This is an optimization exercise on Yosys and OpenROAD, whose aim is small area, a short achievable clock period and few clock cycles per item, not a production implementation.
Function was checked by simulation only, so behaviour that the tests miss may differ from the original.
Power and IR drop assume default switching activity.

==> flow/design.v (outline; a module is shown in full before it is edited, if it fits) <==
// module tag: 1285 lines
// module fa3: 4 lines
// module rsdp_tag: 29 lines
module rsdp_tag (
   input          clk,
   input          rst,
   input          start,
   input          csel,
   input          ssel,
   input  [237:0] b,
   input  [237:0] a,
   input  [135:0] y,
   input  [135:0] x,
   input  [6:0]   e,
   output         ready,
   output         done,
   output [6:0]   u
);
  // ...
==> flow/flow/run.sh <==
#!/bin/bash
# Standard ORFS layout (the standard.sh, unchanged synthesis), with the
# port buffers that global placement inserts made from buf_1 cells instead of
# the default delay buffers. Every input and output port still gets a buffer.
set -euo pipefail
export BUFFER_PORTS_ARGS="-buffer_cell sky130_fd_sc_hd__buf_1"
bash standard.sh > orfs_make.log 2>&1
==> flow/standard.sh <==
#!/bin/bash
# synth_recipe.tcl (not shown) runs the flow's synth.tcl, then flattens the netlist and writes it again
# the make line also repeats each setting of config.mk as NAME=value (left out here)
make -C /OpenROAD-flow-scripts/flow DESIGN_CONFIG=/design/flow/config.mk WORK_HOME=/design/flow/orfs CLKGATE_MAP_FILE= SYNTH_SCRIPT=/design/flow/synth_recipe.tcl "${@:-finish}"
==> flow/config.mk <==
export PLATFORM = sky130hd
export DESIGN_NAME = rsdp_tag
export DESIGN_NICKNAME = rsdp_tag
export VERILOG_FILES = /design/flow/design.v
export SDC_FILE = /design/flow/constraint.sdc
export NUM_CORES = 4
export LEC_CHECK = 0
export CAP_MARGIN = 20
export CORE_MARGIN = 2
export CORE_UTILIZATION = 35
export SETUP_SLACK_MARGIN = 5
export SLEW_MARGIN = 20
export SYNTH_HIERARCHICAL = 1
export SYNTH_MINIMUM_KEEP_SIZE = 0
==> flow/constraint.sdc <==
create_clock -name core_clock -period 8.0 [get_ports {clk}]
set_input_delay 1.6000 -clock core_clock [delete_from_list [all_inputs] [get_ports {clk}]]
set_output_delay 1.6000 -clock core_clock [all_outputs]
set_load 0.01 [all_outputs]
==> impl_metrics.tcl, run 1 <==
set metrics [dict create \
    status "timing/DRC/antenna clean" \
    min_to "vld[1]" \
    wl_per_cell_um 23.6 \
    fin_crit_ns 3.16 \
    design_area_mm2 0.0314 \
    rsz0062_at_grt "true" \
    die_height_um 274 \
    synth-compound-area-share 0.00743 \
    fin_crit_sh 0.395 \
    insertion_delay_ns 0.54 \
    clock_sinks 297 \
    min_path_type "reg -> reg" \
    crit_buf_inv 0 \
    buffers 795 \
    wl_met2_mm 44.8 \
    synth.area.mux_share 0.461 \
    largest_reg_flops 7 \
    min_from "vld[0]" \
    multi_input_area_share 0.615 \
    gp_congestion 0.964 \
    buf_share 0.110 \
    synth_xor_area_frac 0.0838 \
    pg_comb_uw 13900 \
    cts_tree "built" \
    first_global_vias 20000 \
    synth.largest_area_cell "mux2i_1" \
    dominant_cells "multi-input combinational cells" \
    maxUsedRoutingLayer "met5" \
    regMostFlops "core.ur" \
    intPower_uw 10200 \
    initial_core_util 0.352 \
    clock_buffers 49 \
]
Testbench counts, summed over its fixed seeds: cycles 536, tags 512.
==> run 2, diff against run 1 <==
--- a/flow/config.mk
+++ b/flow/config.mk
@@ -10,2 +10,5 @@
 export CORE_UTILIZATION = 35
+export CTS_BUF_LIST = sky130_fd_sc_hd__clkbuf_8 sky130_fd_sc_hd__clkbuf_16
+export CTS_CLUSTER_DIAMETER = 60
+export CTS_CLUSTER_SIZE = 20
 export SETUP_SLACK_MARGIN = 5
==> run 2 against run 1 <==
Still clean on timing, DRC and antenna. Total power up 2.8%. Core utilization grew 0.062 points. Sequential cell count stayed put. Global-route usage shrank 0.14 points. Synthesized cell count did not move. Sequential share of layout area hardly changed. Routed wire length decreased by 1.0%. Clock power decreased by 15%. Sequential power about the same. Register-to-register slack barely moved. Combinational power grew 6%. Critical path type unchanged. Critical endpoint is now core.q2_0_0.
==> impl_metrics.tcl, run 2 <==
set metrics [dict create \
    core_mm2 0.0727 \
    min_path_type "reg -> reg" \
    critPathLaunchType "register" \
    buffer_ports.inserted 767 \
    avgSynthCellArea_um2 12.6 \
    synth_ff_type "dfxtp_1" \
    ys_seq_area_frac 0.232 \
    drt_iter0_drc 704 \
    drc 0 \
    hold_viol_final 0 \
    wl_per_cell_um 23.3 \
    worst-slew-pin-transition_ns 0.612 \
    syn_area_mm2 0.0256 \
    powerDensity_mw_per_mm2 603 \
    drive_gt1_frac 0.137 \
    synth.largest_area_cell "mux2i_1" \
    nNetsFinal 3777 \
    rows 99 \
    multiInputGateArea_mm2 0.0194 \
    p_leak_uw 0.0130 \
    layout_common_cells "945 x mux2i_1, 765 x buf_1, 283 x dfxtp_1, 242 x xnor2_1, 143 x fa_1" \
    syn_inst 2034 \
    die-area_mm2 0.0753 \
    power_uw 19000 \
    gr-total-overflow 0 \
    hpwl_mm 73.3 \
    dr.pass1.iters 4 \
    yosysTopAreaCellShare 0.372 \
    fmax_mhz 318 \
    antenna_found_initial 2 \
    synthTopCellsByCount "952 x mux2i_1, 297 x dfxtp_1, 242 x xnor2_1" \
    htreeDepth 2 \
    ant_nets 0 \
    num-fill-cells 6859 \
    register_area_mm2 0.00596 \
    ios 769 \
    grt_max_degree 61 \
    crit_top_cell "fa_2" \
    fin_crit_sh 0.393 \
    startpoint "core.q1_0_16" \
    arrival_ns 3.63 \
    status "timing/DRC/antenna clean" \
    largest_reg_flops 7 \
    cts_tree "built" \
    peakVddDrop_uv 834 \
    clockBufferDepth 3 \
    netlist_top_cells_area "mux2i_1 37%, dfxtp_1 23%, fa_1 18%" \
    required_ns 8.48 \
    setup_violations 0 \
    layout_commonest_cell "mux2i_1" \
    instances_no_fill 3759 \
    maxSlewViolCount 0 \
    cp-endpoint "core.q2_0_0" \
    via_per_inst 4.88 \
    regMostFlops "core.ur" \
    path_delay_family "adder cells" \
    hold_slack_ns 0.449 \
    fin_skew_ns 0.0201 \
    synth_nets 3038 \
    insertion_delay_ns 0.55 \
    die_height_um 274 \
    synthArstFlopShare 0 \
    rsz0062_at_grt "true" \
    die_w_um 274 \
    yosysUniqueCellTypes 31 \
    worst_r2r_path_depth 5 \
    dpl.cell_count 3649 \
    synth_edf_count 0 \
    yosys_warnings 8 \
    crit_buf_inv 0 \
    r2r_start "core.q1_0_16" \
    crit_fanout 1 \
    num_vias 18300 \
    cp_num_cells 5 \
    grt_pass1_wl_mm 121 \
    cts_buffers 34 \
    ctsHoldBuffers 0 \
    cp-end-kind "register" \
    cts-root-buf "clkbuf_16" \
    gp_congestion 0.964 \
    synth.most_common_cell "mux2i_1" \
    fin_crit_ns 3.14 \
    fin_setup_tns_ns 0 \
    clock_sinks 297 \
    initial_core_util 0.352 \
    ys_seq_elements 297 \
    routed_wl_mm 87.5 \
    first_global_vias 19900 \
    cp_cell_sequence "fa_2, fa_2, fa_2, fa_2, fa_2" \
    rrSetupSlack_ns 4.86 \
    reg_top3 "core.ur: 7 flops, vld: 3 flops" \
    maxCapViolations 0 \
    slowest_delay_ns 0.62 \
    crit_slowest_cell "fa_2" \
    track_usage 0.219 \
    path_clk_slew_ns 0.07 \
    critPathKind "reg -> reg" \
    maxSlewHeadroom 0.584 \
    rr_endpoint "core.q2_0_0" \
    area_delta_synth_final_pct 23.0 \
]
-- run 2: kinds of logic after synthesis --
group / after synthesis / synth area share
buffers and inverters: 117 / 0.0262
flip-flops: 297 / 0.232
XOR/XNOR: 245 / 0.0838
other: 1 / 0.000147
AO/OA/AOI/OAI: 31 / 0.00743
adder cells (fa/ha/maj): 244 / 0.187
multiplexers: 1088 / 0.461
AND/OR/NAND/NOR: 11 / 0.00235
-- run 2: routing by layer --
metal  GRT usage  share of wire  vias up
li1            -              -     8692
met1       0.273           0.42     9067
met2       0.389           0.51      469
met3      0.0362          0.042      100
met4      0.0568          0.025        2
met5           0        0.00015        -
-- run 2: worst min-delay path by stage --
stage | cells past startpoint | to | start | slack [ns]
3_3_place_gp | 1 | vld[2] | vld[1] | 0.43
4_1_cts | 1 | vld[1] | vld[0] | 0.45
6_report | 1 | vld[1] | vld[0] | 0.45
2_1_floorplan | 1 | vld[1] | vld[0] | 0.41
5_1_grt | 1 | vld[1] | vld[0] | 0.46
3_5_place_dp | 1 | vld[1] | vld[0] | 0.44
-- run 2: metrics by stage --
step | util | worst slack, ns | area (um^2)
floorplan | - | 4.99 | 25700
global placement | 0.401 | 3.81 | 29100
detailed placement | 0.401 | 3.73 | 29100
CTS | 0.425 | 4.84 | 30900
global route | 0.433 | 4.84 | 31500
finish | 0.433 | 4.86 | 31500
-- run 2: where the power goes --
group | internal [uW] | total, uW | switching, uW | leakage [uW]
clock | 896 | 1650 | 752 | 0.000588
combinational | 7240 | 14800 | 7520 | 0.00993
sequential | 2260 | 2580 | 318 | 0.00251
total | 10400 | 19000 | 8590 | 0.0130
-- run 2: layout make-up --
type,instances,share of cell area
multi-input cells,1620,0.616
clock inverters,26,0.0104
repair buffers,818,0.118
clock buffers,35,0.0278
flip-flops and latches,297,0.189
inverters,2,0.000318
diodes,2,0.000159
well taps,959,0.0381
-- run 2: timing repair --
item,4_1_cts,5_1_grt
gates resized for setup,92,63
pin swaps,59,69
setup endpoints to repair,270,246
cloned,5,6
buffers inserted,10,26
hold endpoints to repair,0,0
-- run 2: Yosys stat by module, one instance, submodules excluded --
module	cells	cell area, um^2
fa3	1	20.0
tag	1795	20900
rsdp_tag	8	90.1
==> run 3, diff against run 2 <==
==> flow/flow/run.sh (replaced) <==
#!/bin/bash
# Standard ORFS layout (the standard.sh, unchanged synthesis), except:
# - the port buffers that global placement inserts are buf_1 cells instead of
#   the default delay buffers (every input and output port still gets one);
# - clock tree synthesis uses clkbuf_8 leaf buffers, clusters of up to 24
#   sinks and no dummy loads, which makes a smaller clock tree.
set -euo pipefail
export BUFFER_PORTS_ARGS="-buffer_cell sky130_fd_sc_hd__buf_1"
export CTS_ARGS="-sink_clustering_enable -repair_clock_nets -dont_use_dummy_load -buf_list {sky130_fd_sc_hd__clkbuf_8} -sink_clustering_size 24 -sink_clustering_max_diameter 50"
bash standard.sh > orfs_make.log 2>&1
--- a/flow/config.mk
+++ b/flow/config.mk
@@ -10,5 +10,2 @@
 export CORE_UTILIZATION = 35
-export CTS_BUF_LIST = sky130_fd_sc_hd__clkbuf_8 sky130_fd_sc_hd__clkbuf_16
-export CTS_CLUSTER_DIAMETER = 60
-export CTS_CLUSTER_SIZE = 20
 export SETUP_SLACK_MARGIN = 5
==> run 3 against run 2 <==
Largest cell class unchanged. Largest power group unchanged. Critical path depth is the same. Synthesized cell count did not move. Die area is the same. Still clean. Register-to-register slack improved by 0.03 ns. Count of clock-buffer cells in the layout increased by 7. Via count decreased by 0.27%.
==> impl_metrics.tcl, run 3 <==
set metrics [dict create \
    cts-root-buf "clkbuf_8" \
    ys_seq_area_frac 0.232 \
    power_uw 17700 \
    path_clk_slew_ns 0.09 \
    rows 99 \
    met1Wirelength_mm 37.0 \
    critPathKind "reg -> reg" \
    reg_top3 "core.ur: 7 flops, vld: 3 flops" \
    hpwl_mm 73.3 \
    synth.largest_area_cell "mux2i_1" \
    status "timing/DRC/antenna clean" \
    fin_setup_tns_ns 0 \
    rsz0062_at_grt "true" \
    min_to "vld[1]" \
    nNetsFinal 3781 \
    synth_ff_type "dfxtp_1" \
    track_usage 0.218 \
    syn_area_mm2 0.0256 \
    hold_viol_final 0 \
    maxUsedRoutingLayer "met5" \
    powerDensity_mw_per_mm2 573 \
    worst_r2r_path_depth 5 \
    r2r_start "core.q1_0_16" \
    p_sw_uw 8120 \
    dpl.cell_count 3649 \
    cts_tree "built" \
    die_w_um 274 \
    synth.most_common_cell "mux2i_1" \
    core_mm2 0.0727 \
    via_per_inst 4.89 \
    clock_sinks 297 \
    fin_crit_ns 3.11 \
    pwr-share-clk 0.056 \
    ios 769 \
    gp_congestion 0.964 \
    setup_violations 0 \
    rrSetupSlack_ns 4.89 \
    p_sw_frac 0.460 \
    synthArstFlopShare 0 \
    netlist_top_cells_area "mux2i_1 37%, dfxtp_1 23%, fa_1 18%" \
    synthTopCellsByCount "952 x mux2i_1, 297 x dfxtp_1, 242 x xnor2_1" \
    place_area_mm2 0.0291 \
    final_util 0.424 \
    dr.pass1.iters 5 \
    htreeDepth 2 \
    synth_edf_count 0 \
    largest_reg_flops 7 \
    antenna_found_initial 2 \
    fin_skew_ns 0.0696 \
    routed_wl_mm 87.6 \
    ctsHoldBuffers 0 \
    avgSynthCellArea_um2 12.6 \
    gr-total-overflow 0 \
    drc 0 \
    wl_met3_mm 3.86 \
    cts_buffers 42 \
    layout_commonest_cell "mux2i_1" \
    insertion_delay_ns 0.60 \
    buffer_ports.inserted 767 \
    rr_endpoint "core.q2_0_0" \
    wl_met2_mm 44.6 \
    min_path_type "reg -> reg" \
    first_global_vias 19900 \
    syn_inst 2034 \
    arrival_ns 3.58 \
    intPower_uw 9530 \
    die_height_um 274 \
    fin_crit_sh 0.389 \
    yosys_warnings 8 \
    initial_core_util 0.352 \
    startpoint "core.q1_0_16" \
    ant_nets 0 \
    cp-end-kind "register" \
    num_vias 18300 \
    pwr-share-comb 0.798 \
    multiInputGateArea_mm2 0.0194 \
    synth_nets 3038 \
    maxCapViolations 0 \
    drive_gt1_frac 0.131 \
    maxSlewViolCount 0 \
    regMostFlops "core.ur" \
    ys_seq_elements 297 \
    required_ns 8.46 \
    instances_no_fill 3737 \
    drt_iter0_drc 715 \
    grt_pass1_wl_mm 121 \
    worst-slew-pin-transition_ns 0.607 \
    layout_common_cells "944 x mux2i_1, 765 x buf_1, 280 x dfxtp_1, 241 x xnor2_1, 141 x fa_1" \
    maxSlewHeadroom 0.588 \
    p_leak_uw 0.0127 \
    yosysUniqueCellTypes 31 \
    min_from "vld[0]" \
    grt_max_degree 61 \
    num-fill-cells 6937 \
    clockBufferDepth 3 \
    design_area_mm2 0.0308 \
    crit_fanout 1 \
    seqPwrFrac 0.146 \
    register_area_mm2 0.00597 \
    min_path_cells 1 \
    yosysTopAreaCellShare 0.372 \
    critPathLaunchType "register" \
    peakVddDrop_uv 811 \
    wl_per_cell_um 23.4 \
    area_delta_synth_final_pct 20.4 \
    fmax_mhz 321 \
    die-area_mm2 0.0753 \
]
-- run 3: how the worst max path moves through the flow --
| stage | endpoint | slack (ns) | depth (start not counted) |
|---|---|---|---|
| floorplan | core.q1_0_14 | 4.99 | 8 |
| detailed placement | core.q1_3_23 | 3.73 | 7 |
| CTS | core.q2_0_0 | 4.87 | 5 |
| finish | core.q2_0_0 | 4.89 | 5 |
| global placement | core.q1_4_21 | 3.81 | 7 |
| global route | core.ur[4] | 4.84 | 9 |
-- run 3: area by class of cell --
class	instances	share of cell area
multi-input cells	1620	0.630
flip-flops and latches	297	0.194
repair buffers	814	0.118
well taps	959	0.0390
clock buffers	42	0.0188
inverters	2	0.000244
diodes	3	0.000244
-- run 3: worst max-delay path, cell delays in order (launching register included) --
cell and delay, ns:
dfxtp_2 0.33, fa_2 0.60, fa_2 0.50, fa_2 0.62
fa_2 0.48, fa_1 0.45
-- run 3: what timing repair did --
item	4_1_cts	5_1_grt
resized for setup	102	56
pin swaps	82	69
buffers inserted	16	16
cloned	5	6
setup endpoints to repair	271	135
-- run 3: cells by family (layout without fill, tap and decap cells) --
kind of cell | Yosys count | count (layout) | synth area share
buffers and inverters | 117 | 858 | 0.0262
other | 1 | 4 | 0.000147
adders and majority gates | 244 | 244 | 0.187
DFF | 297 | 297 | 0.232
and+or+nand+nor | 11 | 11 | 0.00235
AOI/OAI and AO/OA | 31 | 31 | 0.00743
xor gates and xnor gates | 245 | 245 | 0.0838
muxes | 1088 | 1088 | 0.461
-- run 3: modules after synthesis (local to each module, per instance) --
module	cells	cell area (um^2)	times used	flops+latches
tag	1795	20900	1	294
rsdp_tag	8	90.1	1	3
fa3	1	20.0	231	0
-- run 3: power groups by stage --
stage          clock (uW)  combinational [uW]  sequential [uW]
6_report              984               14100             2590
5_1_grt              1090               15500             2650
4_1_cts              1040               13500             2590
3_5_place_dp            0               12100             2610
3_3_place_gp            0               11900             2610
2_1_floorplan           0                8190             2500
-- run 3: through the flow --
step / hold WS, ns / worst slack, ns
after floorplan: 0.414 / 4.99
after global routing: 0.456 / 4.84
final: 0.445 / 4.89
after global placement: 0.432 / 3.81
after detailed placement: 0.437 / 3.73
after CTS: 0.442 / 4.87
-- run 3: layer usage --
metal  global-route usage  vias to the layer above
met2                0.388                      488
li1                     -                     8673
met1                0.272                     9013
met5                    0                        -
met4               0.0594                        2
met3               0.0356                      104
==> run 4, diff against run 3 <==
==> flow/flow/run.sh (replaced) <==
#!/bin/bash
# Standard ORFS layout (the standard.sh, unchanged synthesis), except:
# - the port buffers that global placement inserts are buf_1 cells instead of
#   the default delay buffers (every input and output port still gets one);
# - clock tree synthesis uses clkbuf_8 leaf buffers, clusters of up to 16
#   sinks and no dummy loads, which makes a smaller clock tree.
set -euo pipefail
export BUFFER_PORTS_ARGS="-buffer_cell sky130_fd_sc_hd__buf_1"
export CTS_ARGS="-sink_clustering_enable -repair_clock_nets -dont_use_dummy_load -buf_list {sky130_fd_sc_hd__clkbuf_8} -sink_clustering_size 16 -sink_clustering_max_diameter 100"
bash standard.sh > orfs_make.log 2>&1
==> run 4 against run 3 <==
Sequential cell count unchanged. Total power shrank 0.54%. Register-to-register slack better by 0.02 ns. Non-clock buffer count decreased by 5. Still clean on timing, DRC and antenna. Worst hold slack better by 0.014 ns. Via count is 0.68% lower. Highest routed layer unchanged.
==> impl_metrics.tcl, run 4 <==
set metrics [dict create \
    rsz0062_at_grt "true" \
    maxSlewHeadroom 0.586 \
    netlist_top_cells_area "mux2i_1 37%, dfxtp_1 23%, fa_1 18%" \
    crit_top_cell "fa_2" \
    num-fill-cells 6950 \
    maxSlewViolCount 0 \
    status "timing/DRC/antenna clean" \
    gr-total-overflow 0 \
    path_clk_slew_ns 0.12 \
    critPathKind "reg -> reg" \
    grt_max_degree 61 \
    pwr-share-comb 0.811 \
    synthTopCellsByCount "952 x mux2i_1, 297 x dfxtp_1, 242 x xnor2_1" \
    regMostFlops "core.ur" \
    hpwl_mm 73.3 \
    die_height_um 274 \
    reg_top3 "core.ur: 7 flops, vld: 3 flops" \
    syn_area_mm2 0.0256 \
    drc 0 \
    cp-endpoint "core.q2_0_0" \
    slowest_delay_ns 0.62 \
    fin_crit_sh 0.386 \
    maxCapViolations 0 \
    routed_wl_mm 87.6 \
    wl_per_cell_um 23.6 \
    instances_no_fill 3712 \
    yosysUniqueCellTypes 31 \
    crit_fanout 1 \
    ant_nets 0 \
    worst_slack_ns 4.91 \
    fin_skew_ns 0.0218 \
    min_path_type "reg -> reg" \
    required_ns 8.48 \
    peakVddDrop_uv 909 \
    cts_tree "built" \
    ys_seq_elements 297 \
    syn_inst 2034 \
    register_area_mm2 0.00597 \
    insertion_delay_ns 0.59 \
    htreeDepth 1 \
    fmax_mhz 324 \
    cts_buffers 22 \
    grt_pass1_wl_mm 121 \
    avgSynthCellArea_um2 12.6 \
    via_per_inst 4.89 \
    yosysTopAreaCellShare 0.372 \
    design_area_mm2 0.0304 \
    track_usage 0.217 \
    area_delta_synth_final_pct 18.9 \
    pwr-share-clk 0.042 \
    synth_edf_count 0 \
    cp-end-kind "register" \
    layout_common_cells "947 x mux2i_1, 765 x buf_1, 276 x dfxtp_1, 242 x xnor2_1, 144 x fa_1" \
    dp_worst_setup_slack_ns 3.73 \
    buffer_ports.inserted 767 \
    multiInputGateArea_mm2 0.0194 \
    first_global_vias 19700 \
    dr.pass1.iters 4 \
    hold_viol_final 0 \
    p_sw_uw 8140 \
    dpl.cell_count 3649 \
    ys_seq_area_frac 0.232 \
    setup_violations 0 \
    layout_commonest_cell "mux2i_1" \
    cts-root-buf "clkbuf_8" \
    nNetsFinal 3756 \
    ctsHoldBuffers 0 \
    cp_cell_sequence "fa_2, fa_2, fa_2, fa_2, fa_2" \
    power_uw 17600 \
    intPower_uw 9410 \
    p_leak_uw 0.0125 \
    antenna_found_initial 3 \
    powerDensity_mw_per_mm2 577 \
    synth_nets 3038 \
    synthArstFlopShare 0 \
    synth.most_common_cell "mux2i_1" \
    startpoint "core.q1_0_8" \
    worst_r2r_path_depth 5 \
    largest_reg_flops 7 \
    ios 769 \
    yosys_warnings 8 \
    initial_core_util 0.352 \
    r2r_start "core.q1_0_8" \
    drt_iter0_drc 690 \
    fin_crit_ns 3.09 \
    synth_ff_type "dfxtp_1" \
    clock_sinks 297 \
    place_area_mm2 0.0291 \
    critPathLaunchType "register" \
    clockBufferDepth 3 \
    rrSetupSlack_ns 4.91 \
    fin_setup_tns_ns 0 \
    crit_slowest_cell "fa_2" \
    core_mm2 0.0727 \
    p_sw_frac 0.464 \
    synth.largest_area_cell "mux2i_1" \
    worst-slew-pin-transition_ns 0.609 \
    num_vias 18200 \
    die_w_um 274 \
    drive_gt1_frac 0.123 \
    rr_endpoint "core.q2_0_0" \
    gp_congestion 0.964 \
    arrival_ns 3.57 \
    rows 99 \
    seqPwrFrac 0.147 \
    die-area_mm2 0.0753 \
]
[run 4: per-module statistics from Yosys, one instance, submodules excluded]
module    area (um^2)  times used
fa3              20.0         231
rsdp_tag         90.1           1
tag             20900           1
[run 4: stage by stage]
step | hold slack, ns | util
after floorplan | 0.414 | -
after global placement | 0.432 | 0.401
after detailed placement | 0.437 | 0.401
after CTS | 0.457 | 0.412
after global routing | 0.468 | 0.419
final | 0.459 | 0.419
[run 4: kinds of logic after synthesis]
logic type      Yosys count  synth area share
mux                    1088             0.461
flops                   297             0.232
xor+xnor                245            0.0838
fa+ha+maj               244             0.187
buf+inv                 117            0.0262
compound gates           31           0.00743
simple gates             11           0.00235
other cells               1          0.000147
[run 4: repair_timing]
action                                  CTS  global route
gates cloned                              4             7
resized for setup                        89            63
endpoints found under the setup margin  271           177
setup buffers                             8            19
pin swaps                                56            64
[run 4: worst min-delay path by stage]
stage | slack [ns] | depth (start not counted) | startpoint | to
after global routing | 0.47 | 1 | vld[0] | vld[1]
after detailed placement | 0.44 | 1 | vld[0] | vld[1]
after floorplan | 0.41 | 1 | vld[0] | vld[1]
after global placement | 0.43 | 1 | vld[1] | vld[2]
final | 0.46 | 1 | vld[0] | vld[1]
after CTS | 0.46 | 1 | vld[0] | vld[1]
[run 4: power by group through the flow]
stage	clock network [uW]	registers [uW]	logic [uW]
final	741	2580	14200
after global routing	832	2650	15700
after CTS	791	2590	13400
after detailed placement	0	2610	12100
after global placement	0	2610	11900
after floorplan	0	2500	8190
[run 4: area by class of cell]
cell class | instances | area share
diodes | 3 | 0.000247
flip-flops and latches | 297 | 0.196
well taps | 959 | 0.0394
multi-input cells | 1620 | 0.636
inverters | 2 | 0.000247
repair buffers | 809 | 0.118
clock buffers | 22 | 0.00995
[run 4: critical path, delay by kind of cell, from the launching register on]
family	cells	cell delay [ns]
adder cells (fa/ha/maj)	5	2.58
flip-flops	1	0.39
[run 4: per-layer routing]
layer,GRT usage,vias to the layer above,wire length [um]
met2,0.391,504,44600
met3,0.0331,84,3690
met5,0,-,13
met1,0.272,8955,37300
met4,0.0453,2,1990
li1,-,8611,-
==> run 5, diff against run 4 <==
--- a/flow/flow/run.sh
+++ b/flow/flow/run.sh
@@ -7,2 +7,3 @@
 set -euo pipefail
+export SETUP_SLACK_MARGIN=5.4
 export BUFFER_PORTS_ARGS="-buffer_cell sky130_fd_sc_hd__buf_1"
--- a/flow/config.mk
+++ b/flow/config.mk
@@ -10,3 +10,2 @@
 export CORE_UTILIZATION = 35
-export SETUP_SLACK_MARGIN = 5
 export SLEW_MARGIN = 20
==> run 5 against run 4 <==
Register-to-register slack lost 0.04 ns. Sequential cell count is the same. Via count up 6.6%. Critical path type unchanged. Critical endpoint is now core.ur[0]. Largest cell class unchanged. Highest routed layer unchanged.
==> impl_metrics.tcl, run 5 <==
set metrics [dict create \
    cp-end-kind "register" \
    critPathKind "reg -> reg" \
    dp_worst_setup_slack_ns 3.49 \
    maxSlewHeadroom 0.616 \
    area_delta_synth_final_pct 52.1 \
    arrival_ns 3.59 \
    hold_slack_ns 0.456 \
    fin_crit_ns 3.13 \
    maxSlewViolCount 0 \
    dpl.cell_count 3650 \
    initial_core_util 0.352 \
    num-fill-cells 5876 \
    status "timing/DRC/antenna clean" \
    die-area_mm2 0.0753 \
    fin_setup_tns_ns 0 \
    yosys_warnings 8 \
    avgSynthCellArea_um2 12.6 \
    syn_area_mm2 0.0256 \
    synth_ff_type "dfxtp_1" \
    regMostFlops "core.ur" \
    synth.most_common_cell "mux2i_1" \
    ys_seq_elements 297 \
    num_vias 19400 \
    track_usage 0.242 \
    power_uw 18500 \
    layout_commonest_cell "buf_1" \
    r2r_start "core.q2_2_0" \
    gp_congestion 0.945 \
    setup_violations 0 \
    gr-total-overflow 0 \
    clock_sinks 297 \
    core_mm2 0.0727 \
    drc 0 \
    fin_crit_sh 0.391 \
    wl_per_cell_um 25.5 \
    rows 99 \
    rsz0062_at_grt "true" \
    synth.largest_area_cell "mux2i_1" \
    p_leak_uw 0.0147 \
    cts_tree "built" \
    ios 769 \
    ys_seq_area_frac 0.232 \
    peakVddDrop_uv 821 \
    critPathLaunchType "register" \
    routed_wl_mm 97.6 \
    buffer_ports.inserted 767 \
    clockBufferDepth 3 \
    required_ns 8.46 \
    hpwl_mm 71.4 \
    antenna_found_initial 4 \
    rrSetupSlack_ns 4.87 \
    synth_nets 3038 \
    worst_r2r_path_depth 9 \
    fin_skew_ns 0.0797 \
    hold_viol_final 0 \
    worst_slack_ns 4.87 \
    fmax_mhz 320 \
    synth_edf_count 0 \
    synthTopCellsByCount "952 x mux2i_1, 297 x dfxtp_1, 242 x xnor2_1" \
    reg_top3 "core.ur: 7 flops, vld: 3 flops" \
    via_per_inst 5.06 \
    rr_endpoint "core.ur[0]" \
    min_from "vld[0]" \
    path_clk_slew_ns 0.09 \
    synthArstFlopShare 0 \
    largest_reg_flops 7 \
    grt_pass1_wl_mm 132 \
    first_global_vias 20500 \
    grt_max_degree 24 \
    powerDensity_mw_per_mm2 476 \
    yosysUniqueCellTypes 31 \
    min_to "vld[1]" \
    htreeDepth 1 \
    maxCapViolations 0 \
    ant_nets 0 \
    die_w_um 274 \
    worst-slew-pin-transition_ns 0.560 \
    min_path_cells 1 \
    cts-root-buf "clkbuf_8" \
    yosysTopAreaCellShare 0.372 \
    min_path_type "reg -> reg" \
    cts_buffers 24 \
    layout_common_cells "757 x buf_1, 572 x mux2i_1, 273 x mux2i_2, 259 x dfxtp_1, 175 x mux2i_4" \
    netlist_top_cells_area "mux2i_1 37%, dfxtp_1 23%, fa_1 18%" \
    nNetsFinal 3873 \
    drive_gt1_frac 0.403 \
    die_height_um 274 \
    ctsHoldBuffers 0 \
    crit_fanout 4 \
    drt_iter0_drc 982 \
    dr.pass1.iters 5 \
    syn_inst 2034 \
    insertion_delay_ns 0.63 \
    instances_no_fill 3829 \
]
run 5: repair_timing:
item	4_1_cts	5_1_grt
setup endpoints to repair	281	280
cloned	28	5
pin swaps	90	93
gates resized for setup	641	499
buffers inserted	88	31
run 5: modules after synthesis (local to each module, per instance):
module / copies in the design / cell area, um^2 / flip-flops and latches
tag: 1 / 20900 / 294
rsdp_tag: 1 / 90.1 / 3
fa3: 231 / 20.0 / 0
run 5: layer usage:
| metal | wire [um] | vias to the layer above | track usage |
|---|---|---|---|
| met5 | 14 | - | 0 |
| met4 | 2080 | 2 | 0.0410 |
| met3 | 4060 | 112 | 0.0240 |
| met2 | 50500 | 595 | 0.441 |
| met1 | 40900 | 9734 | 0.312 |
| li1 | - | 8917 | - |
run 5: kinds of logic (layout without fill, tap and decap cells):
family / after synthesis / after routing / synth area share
other cells: 1 / 4 / 0.000147
flops: 297 / 297 / 0.232
compound gates: 31 / 31 / 0.00743
simple gates: 11 / 11 / 0.00235
mux: 1088 / 1088 / 0.461
buf+inv: 117 / 950 / 0.0262
xor+xnor: 245 / 245 / 0.0838
fa+ha+maj: 244 / 244 / 0.187
run 5: where the power goes:
part	switching [uW]	total, uW	internal [uW]
Combinational	7650	15200	7530
Clock	492	760	268
Sequential	338	2610	2270
run 5: cell type report:
| class | instances | area (um^2) | share of cell area |
|---|---|---|---|
| inverter | 2 | 10.0 | 0.000257 |
| clock buffer | 24 | 330 | 0.00849 |
| tap | 959 | 1200 | 0.0308 |
| sequential | 297 | 5990 | 0.154 |
| multi-input combinational | 1620 | 25600 | 0.658 |
| timing repair buffer | 924 | 5760 | 0.148 |
| antenna | 3 | 7.51 | 0.000193 |
run 5: critical path, cell delays in order (launching register included):
cell	delay, ns
dfxtp_2	0.33
fa_2	0.61
fa_2	0.45
fa_2	0.59
ha_4	0.22
a21o_1	0.18
a21o_1	0.19
a21oi_2	0.16
o21ai_1	0.10
xor2_1	0.14
run 5: worst max path at each step:
stage           startpoint           end  slack [ns]
6_report       core.q2_2_0    core.ur[0]        4.87
5_1_grt        core.q2_2_0    core.ur[0]        4.82
4_1_cts        core.q1_4_1   core.q2_4_3        4.86
3_5_place_dp          ssel  core.q1_1_15        3.49
3_3_place_gp          ssel  core.q1_0_15        3.59
2_1_floorplan  core.q2_2_0    core.ur[0]        5.05
run 5: through the flow:
step	util	area (um^2)
after CTS	0.486	35300
after global routing	0.535	38900
after floorplan	-	26200
after detailed placement	0.404	29400
after global placement	0.404	29400
final	0.535	38900
==> run 6, diff against run 5 <==
--- a/flow/flow/run.sh
+++ b/flow/flow/run.sh
@@ -7,3 +7,2 @@
 set -euo pipefail
-export SETUP_SLACK_MARGIN=5.4
 export BUFFER_PORTS_ARGS="-buffer_cell sky130_fd_sc_hd__buf_1"
--- a/flow/config.mk
+++ b/flow/config.mk
@@ -8,4 +8,5 @@
 export CAP_MARGIN = 20
-export CORE_MARGIN = 2
-export CORE_UTILIZATION = 35
+export CORE_AREA = 2 2 378 148
+export DIE_AREA = 0 0 380 150
+export SETUP_SLACK_MARGIN = 5
 export SLEW_MARGIN = 20
==> run 6 against run 5 <==
Largest cell class unchanged. Count of clock-buffer cells in the layout is 2 lower. Die area is 24% lower. Critical path depth is 4 lower. Via count is 9.5% lower. Sequential power hardly changed. Largest power group unchanged. Routed wire length is 27% lower. Sequential share of layout area is 4.6 points higher. Worst hold slack worse by 0.0023 ns. Clock skew is 0.032 ns lower. Clock power is 3.4% lower. Critical endpoint is now core.q2_0_0.
==> impl_metrics.tcl, run 6 <==
set metrics [dict create \
    netlist_top_cells_area "mux2i_1 37%, dfxtp_1 23%, fa_1 18%" \
    synth_edf_count 0 \
    first_global_vias 18100 \
    p_leak_uw 0.0124 \
    die_height_um 150 \
    yosysTopAreaCellShare 0.372 \
    num_vias 17500 \
    cp_cell_sequence "fa_2, fa_2, fa_2, fa_1, fa_2" \
    slowest_delay_ns 0.64 \
    min_path_type "reg -> reg" \
    final_util 0.553 \
    fmax_mhz 317 \
    fin_crit_sh 0.395 \
    critPathKind "reg -> reg" \
    p_sw_uw 8530 \
    track_usage 0.235 \
    crit_fanout 1 \
    insertion_delay_ns 0.62 \
    cp-end-kind "register" \
    r2r_start "core.q1_0_11" \
    via_per_inst 5.04 \
    wl_met2_mm 30.2 \
    maxCapViolations 0 \
    arrival_ns 3.62 \
    cts_buffers 22 \
    peakVddDrop_uv 1210 \
    grt_pass1_wl_mm 101 \
    powerDensity_mw_per_mm2 603 \
    rsz0062_at_grt "true" \
    pwr-share-comb 0.816 \
    ios 769 \
    seqPwrFrac 0.144 \
    drive_gt1_frac 0.118 \
    initial_core_util 0.473 \
    fin_skew_ns 0.0480 \
    intPower_uw 9500 \
    dr.pass1.iters 5 \
    die_w_um 380 \
    antenna_found_initial 1 \
    met1Wirelength_mm 33.1 \
    drt_iter0_drc 737 \
    fin_setup_tns_ns 0 \
    wl_met3_mm 6.47 \
    crit_top_cell "fa_2" \
    instances_no_fill 3472 \
    required_ns 8.46 \
    pwr-share-clk 0.041 \
    layout_common_cells "952 x mux2i_1, 765 x buf_1, 268 x dfxtp_1, 242 x xnor2_1, 142 x fa_1" \
    hold_viol_final 0 \
    area_delta_synth_final_pct 16.9 \
    cts_tree "built" \
    synth.largest_area_cell "mux2i_1" \
    gr-total-overflow 0 \
    core_mm2 0.0541 \
    ant_nets 0 \
    ctsHoldBuffers 0 \
    synth.most_common_cell "mux2i_1" \
    maxSlewHeadroom 0.552 \
    rows 53 \
    buffer_ports.inserted 767 \
    critPathLaunchType "register" \
    crit_slowest_cell "fa_2" \
    synth_ff_type "dfxtp_1" \
    crit_buf_inv 0 \
    worst-slew-pin-transition_ns 0.659 \
    drc 0 \
    ys_seq_elements 297 \
    regMostFlops "core.ur" \
    avgSynthCellArea_um2 12.6 \
    startpoint "core.q1_0_11" \
    dpl.cell_count 3435 \
    p_sw_frac 0.473 \
    min_from "vld[0]" \
    num-fill-cells 4793 \
    hpwl_mm 59.6 \
    path_clk_slew_ns 0.12 \
    cts-root-buf "clkbuf_8" \
    yosysUniqueCellTypes 31 \
    routed_wl_mm 70.8 \
    gp_congestion 0.903 \
    path_delay_family "adder cells" \
    synthTopCellsByCount "952 x mux2i_1, 297 x dfxtp_1, 242 x xnor2_1" \
    syn_inst 2034 \
    clockBufferDepth 3 \
    setup_violations 0 \
    layout_commonest_cell "mux2i_1" \
    wl_per_cell_um 20.4 \
    nNetsFinal 3734 \
    clock_sinks 297 \
    htreeDepth 1 \
    status "timing/DRC/antenna clean" \
    ys_seq_area_frac 0.232 \
    synth_nets 3038 \
    synthArstFlopShare 0 \
    largest_reg_flops 7 \
    maxUsedRoutingLayer "met5" \
    reg_top3 "core.ur: 7 flops, vld: 3 flops" \
    maxSlewViolCount 0 \
    syn_area_mm2 0.0256 \
    die-area_mm2 0.0570 \
    fin_crit_ns 3.16 \
    yosys_warnings 8 \
    grt_max_degree 72 \
    hold_slack_ns 0.454 \
]
## run 6: cell count changes in the layout (fill, tap and decap cells not counted), sizes merged
cell,change
buf,-135
diode,-1
clkbuf,-6
bufbuf,+2
## run 6: Yosys stat by module, one instance, submodules excluded
module / area (um^2) / times used / flops+latches
tag: 20900 / 1 / 294
rsdp_tag: 90.1 / 1 / 3
fa3: 20.0 / 231 / 0
## run 6: worst paths after layout
path | endpoint | slack [ns] | depth (start not counted)
worst min-delay path | vld[1] | 0.45 | 1
worst max-delay path | core.q2_0_0 | 4.84 | 5
worst min register to register | vld[1] | 0.45 | 1
worst max register to register | core.q2_0_0 | 4.84 | 5
## run 6: repair_timing
action,4_1_cts,5_1_grt
endpoints found under the setup margin,270,84
cloned,2,5
pin swaps,93,39
gates resized for setup,120,46
setup buffers,6,0
## run 6: power groups by stage
stage          sequential, uW  clock (uW)  combinational, uW
2_1_floorplan            2500           0               8190
3_3_place_gp             2610           0              12000
3_5_place_dp             2600           0              12100
4_1_cts                  2590         754              13500
5_1_grt                  2650         815              16100
6_report                 2590         734              14700
## run 6: logic make-up (layout without fill, tap and decap cells)
logic type	count (synthesis)	after routing	share of synthesized area
multiplexers	1088	1088	0.461
flip-flops	297	297	0.232
XOR/XNOR	245	245	0.0838
adder cells (fa/ha/maj)	244	244	0.187
buffers and inverters	117	811	0.0262
AO/OA/AOI/OAI	31	31	0.00743
AND/OR/NAND/NOR	11	11	0.00235
other	1	3	0.000147
## run 6: area by class of cell
type                       instances  area (um^2)  area share
sequential                       297         5980       0.200
timing repair buffer             787         3320       0.111
multi-input combinational       1620        19400       0.647
inverter                           2         7.51    0.000251
antenna                            2         5.00    0.000167
tap                              742          928      0.0310
clock buffer                      22          303      0.0101
## run 6: per-layer routing
metal | track usage | up-vias
met5 | 0.0345 | -
met4 | 0.0296 | 4
met3 | 0.0915 | 56
met2 | 0.354 | 449
met1 | 0.322 | 8412
li1 | - | 8593
## run 6: through the flow
stage	total power [uW]	setup WS, ns	area [um^2]
3_3_place_gp	14600	3.81	28900
5_1_grt	19500	4.78	29900
3_5_place_dp	14700	3.73	28900
2_1_floorplan	10700	4.99	25700
6_report	18000	4.84	29900
4_1_cts	16800	4.85	29600
==> run 7, diff against run 6 <==
==> flow/flow/run.sh (replaced) <==
#!/bin/bash
# Standard ORFS layout (the standard.sh, unchanged synthesis), except:
# - the port buffers that global placement inserts are buf_1 cells instead of
#   the default delay buffers (every input and output port still gets one);
# - clock tree synthesis uses clkbuf_8 leaf buffers, clusters of up to 20
#   sinks and no dummy loads, which makes a smaller clock tree.
set -euo pipefail
export BUFFER_PORTS_ARGS="-buffer_cell sky130_fd_sc_hd__buf_1"
export CTS_ARGS="-sink_clustering_enable -repair_clock_nets -dont_use_dummy_load -buf_list {sky130_fd_sc_hd__clkbuf_8 sky130_fd_sc_hd__clkbuf_16} -sink_clustering_size 20 -sink_clustering_max_diameter 60"
bash standard.sh > orfs_make.log 2>&1
--- a/flow/config.mk
+++ b/flow/config.mk
@@ -8,4 +8,4 @@
 export CAP_MARGIN = 20
-export CORE_AREA = 2 2 378 148
-export DIE_AREA = 0 0 380 150
+export CORE_MARGIN = 2
+export CORE_UTILIZATION = 35
 export SETUP_SLACK_MARGIN = 5
==> run 7 against run 6 <==
Still clean. Sequential power about the same. Clock power increased by 77%. Count of clock-buffer cells in the layout is 12 higher. Sequential cell count unchanged. Critical path depth did not move. Maximum frequency up 1.2%. First-iteration DRC count fell by 6.4%. Synthesized area unchanged. Register-to-register slack better by 0.04 ns. Non-clock buffer count is 26 higher.
==> impl_metrics.tcl, run 7 <==
set metrics [dict create \
    crit_fanout 1 \
    drive_gt1_frac 0.128 \
    min_path_cells 1 \
    synth_nets 3038 \
    rrSetupSlack_ns 4.88 \
    num_vias 18300 \
    ios 769 \
    required_ns 8.39 \
    peakVddDrop_uv 890 \
    syn_inst 2034 \
    pwr-share-comb 0.786 \
    startpoint "core.q1_5_0" \
    min_path_type "reg -> reg" \
    die_w_um 274 \
    fin_crit_sh 0.390 \
    regMostFlops "core.ur" \
    dpl.cell_count 3649 \
    worst-slew-pin-transition_ns 0.606 \
    critPathLaunchType "register" \
    layout_common_cells "944 x mux2i_1, 765 x buf_1, 282 x dfxtp_1, 241 x xnor2_1, 144 x fa_1" \
    first_global_vias 19800 \
    cts-root-buf "clkbuf_16" \
    synth.largest_area_cell "mux2i_1" \
    via_per_inst 4.91 \
    avgSynthCellArea_um2 12.6 \
    maxCapViolations 0 \
    hpwl_mm 73.3 \
    cp-endpoint "core.q2_5_3" \
    die-area_mm2 0.0753 \
    grt_max_degree 60 \
    power_uw 18200 \
    ys_seq_elements 297 \
    critPathKind "reg -> reg" \
    cp-end-kind "register" \
    maxSlewHeadroom 0.588 \
    core_mm2 0.0727 \
    hold_viol_final 0 \
    synth.most_common_cell "mux2i_1" \
    largest_reg_flops 7 \
    powerDensity_mw_per_mm2 583 \
    nNetsFinal 3772 \
    rsz0062_at_grt "true" \
    clockBufferDepth 3 \
    syn_area_mm2 0.0256 \
    ys_seq_area_frac 0.232 \
    yosysUniqueCellTypes 31 \
    antenna_found_initial 2 \
    drc 0 \
    r2r_start "core.q1_5_0" \
    p_sw_uw 8260 \
    seqPwrFrac 0.142 \
    layout_commonest_cell "mux2i_1" \
    fmax_mhz 321 \
    p_leak_uw 0.0129 \
    setup_violations 0 \
    htreeDepth 2 \
    synthArstFlopShare 0 \
    instances_no_fill 3727 \
    synthTopCellsByCount "952 x mux2i_1, 297 x dfxtp_1, 242 x xnor2_1" \
    synth_ff_type "dfxtp_1" \
    insertion_delay_ns 0.54 \
    routed_wl_mm 87.9 \
    cts_buffers 34 \
    clock_sinks 297 \
    fin_skew_ns 0.0544 \
    status "timing/DRC/antenna clean" \
    intPower_uw 9900 \
    netlist_top_cells_area "mux2i_1 37%, dfxtp_1 23%, fa_1 18%" \
    reg_top3 "core.ur: 7 flops, vld: 3 flops" \
    ant_nets 0 \
    pwr-share-clk 0.072 \
    synth_edf_count 0 \
    fin_setup_tns_ns 0 \
    area_delta_synth_final_pct 21.6 \
    worst_r2r_path_depth 5 \
    gr-total-overflow 0 \
    ctsHoldBuffers 0 \
    buffer_ports.inserted 767 \
    p_sw_frac 0.455 \
    grt_pass1_wl_mm 122 \
    dr.pass1.iters 4 \
    arrival_ns 3.51 \
    wl_per_cell_um 23.6 \
    rr_endpoint "core.q2_5_3" \
    yosysTopAreaCellShare 0.372 \
    path_clk_slew_ns 0.07 \
    fin_crit_ns 3.12 \
    cts_tree "built" \
    gp_congestion 0.964 \
    track_usage 0.221 \
    drt_iter0_drc 690 \
    yosys_warnings 8 \
    initial_core_util 0.352 \
    rows 99 \
    die_height_um 274 \
    maxSlewViolCount 0 \
]
run 7: cell counts after synthesis:
Identical to the previous run, type by type.
run 7: how the worst min path moves through the flow:
stage | from | to
after floorplan | vld[0] | vld[1]
after global placement | vld[1] | vld[2]
after detailed placement | vld[0] | vld[1]
after CTS | vld[0] | vld[1]
after global routing | vld[0] | vld[1]
final | vld[0] | vld[1]
run 7: per-module statistics from Yosys (local to each module, per instance):
module,cell area (um^2),flops+latches,cells,times used
tag,20900,294,1795,1
rsdp_tag,90.1,3,8,1
fa3,20.0,0,1,231
run 7: area by class of cell:
class	instances	area [um^2]
repair buffers	813	3700
flip-flops and latches	297	5960
diodes	2	5.00
clock buffers	34	851
inverters	2	10.0
fillers	6905	41600
multi-input cells	1620	19400
well taps	959	1200
run 7: critical path, cell delays in order (launching register included):
cell and delay [ns]:
dfxtp_2 0.35, fa_2 0.49, fa_2 0.63, fa_2 0.49
fa_2 0.56, fa_2 0.46
run 7: power groups by stage:
| stage | clock (uW) | combinational, uW | sequential, uW |
|---|---|---|---|
| final | 1300 | 14300 | 2580 |
| after global routing | 1400 | 15700 | 2650 |
| after CTS | 1350 | 13500 | 2590 |
| after detailed placement | 0 | 12100 | 2610 |
| after global placement | 0 | 11900 | 2610 |
| after floorplan | 0 | 8190 | 2500 |
run 7: cell families (layout without fill, tap and decap cells):
logic type | after synthesis | in the layout | synth area share
flops | 297 | 297 | 0.232
fa+ha+maj | 244 | 244 | 0.187
mux | 1088 | 1088 | 0.461
xor+xnor | 245 | 245 | 0.0838
compound gates | 31 | 31 | 0.00743
buf+inv | 117 | 849 | 0.0262
other cells | 1 | 3 | 0.000147
simple gates | 11 | 11 | 0.00235
run 7: repair_timing:
action | in CTS | in global routing
pin swaps | 72 | 62
hold endpoints to repair | 0 | 0
setup endpoints to repair | 270 | 238
cloned | 7 | 5
resized for setup | 99 | 58
setup buffers | 13 | 17
run 7: stage by stage:
stage / setup WS (ns) / hold slack (ns) / area [um^2] / utilization
2_1_floorplan: 4.99 / 0.414 / 25700 / -
3_3_place_gp: 3.81 / 0.432 / 29100 / 0.401
3_5_place_dp: 3.73 / 0.437 / 29100 / 0.401
4_1_cts: 4.85 / 0.441 / 30700 / 0.422
5_1_grt: 4.83 / 0.455 / 31100 / 0.428
6_report: 4.88 / 0.445 / 31100 / 0.428
run 7: per-layer routing:
layer | vias up | global-route usage | share of wire
met5 | - | 0 | 0.00015
met4 | 2 | 0.0579 | 0.025
met3 | 101 | 0.0339 | 0.042
met2 | 470 | 0.392 | 0.51
met1 | 9052 | 0.278 | 0.42
li1 | 8659 | - | -

-- afterwards: timing with drivers on the ports --
The results above use ideal ports. As a check the final layouts listed here were re-extracted and re-timed, cells and wires unchanged. Step 1 assumes that a clkbuf_16 drives the clock port and a buf_2 every other input. Step 2 times the ports against the registers' clock, not the clock port: input delays grow and output delays shrink by t, the midpoint of the rising clock arrivals with the driver on. Three values: ideal, step 1, step 2; two values: the first two.
| run | t, ns | slack for setup (ns) | hold WS [ns] | worst slew at a driven data input, ns | pins driven straight from the clock port |
|---|---|---|---|---|---|
| run 1 | 0.588 | 4.844 / 4.844 / 4.421 | 0.449 / 0.449 / 0.449 | 0.12 | 1 |
| run 2 | 0.591 | 4.855 / 4.855 / 4.393 | 0.449 / 0.449 / 0.449 | 0.11 | 1 |
| run 3 | 0.623 | 4.887 / 4.887 / 4.394 | 0.445 / 0.445 / 0.445 | 0.11 | 1 |
| run 4 | 0.640 | 4.910 / 4.910 / 4.359 | 0.459 / 0.459 / 0.459 | 0.12 | 1 |
| run 5 | 0.645 | 4.873 / 4.873 / 4.360 | 0.456 / 0.456 / 0.456 | 0.17 | 1 |
| run 6 | 0.656 | 4.841 / 4.841 / 4.399 | 0.454 / 0.454 / 0.454 | 0.11 | 1 |
| run 7 | 0.573 | 4.880 / 4.880 / 4.451 | 0.445 / 0.445 / 0.445 | 0.11 | 1 |
After both steps every run listed still meets setup and hold. For run 4, which loses most, drivers alone change the setup slack by 0.000 ns; drivers and shift together by -0.551 ns.
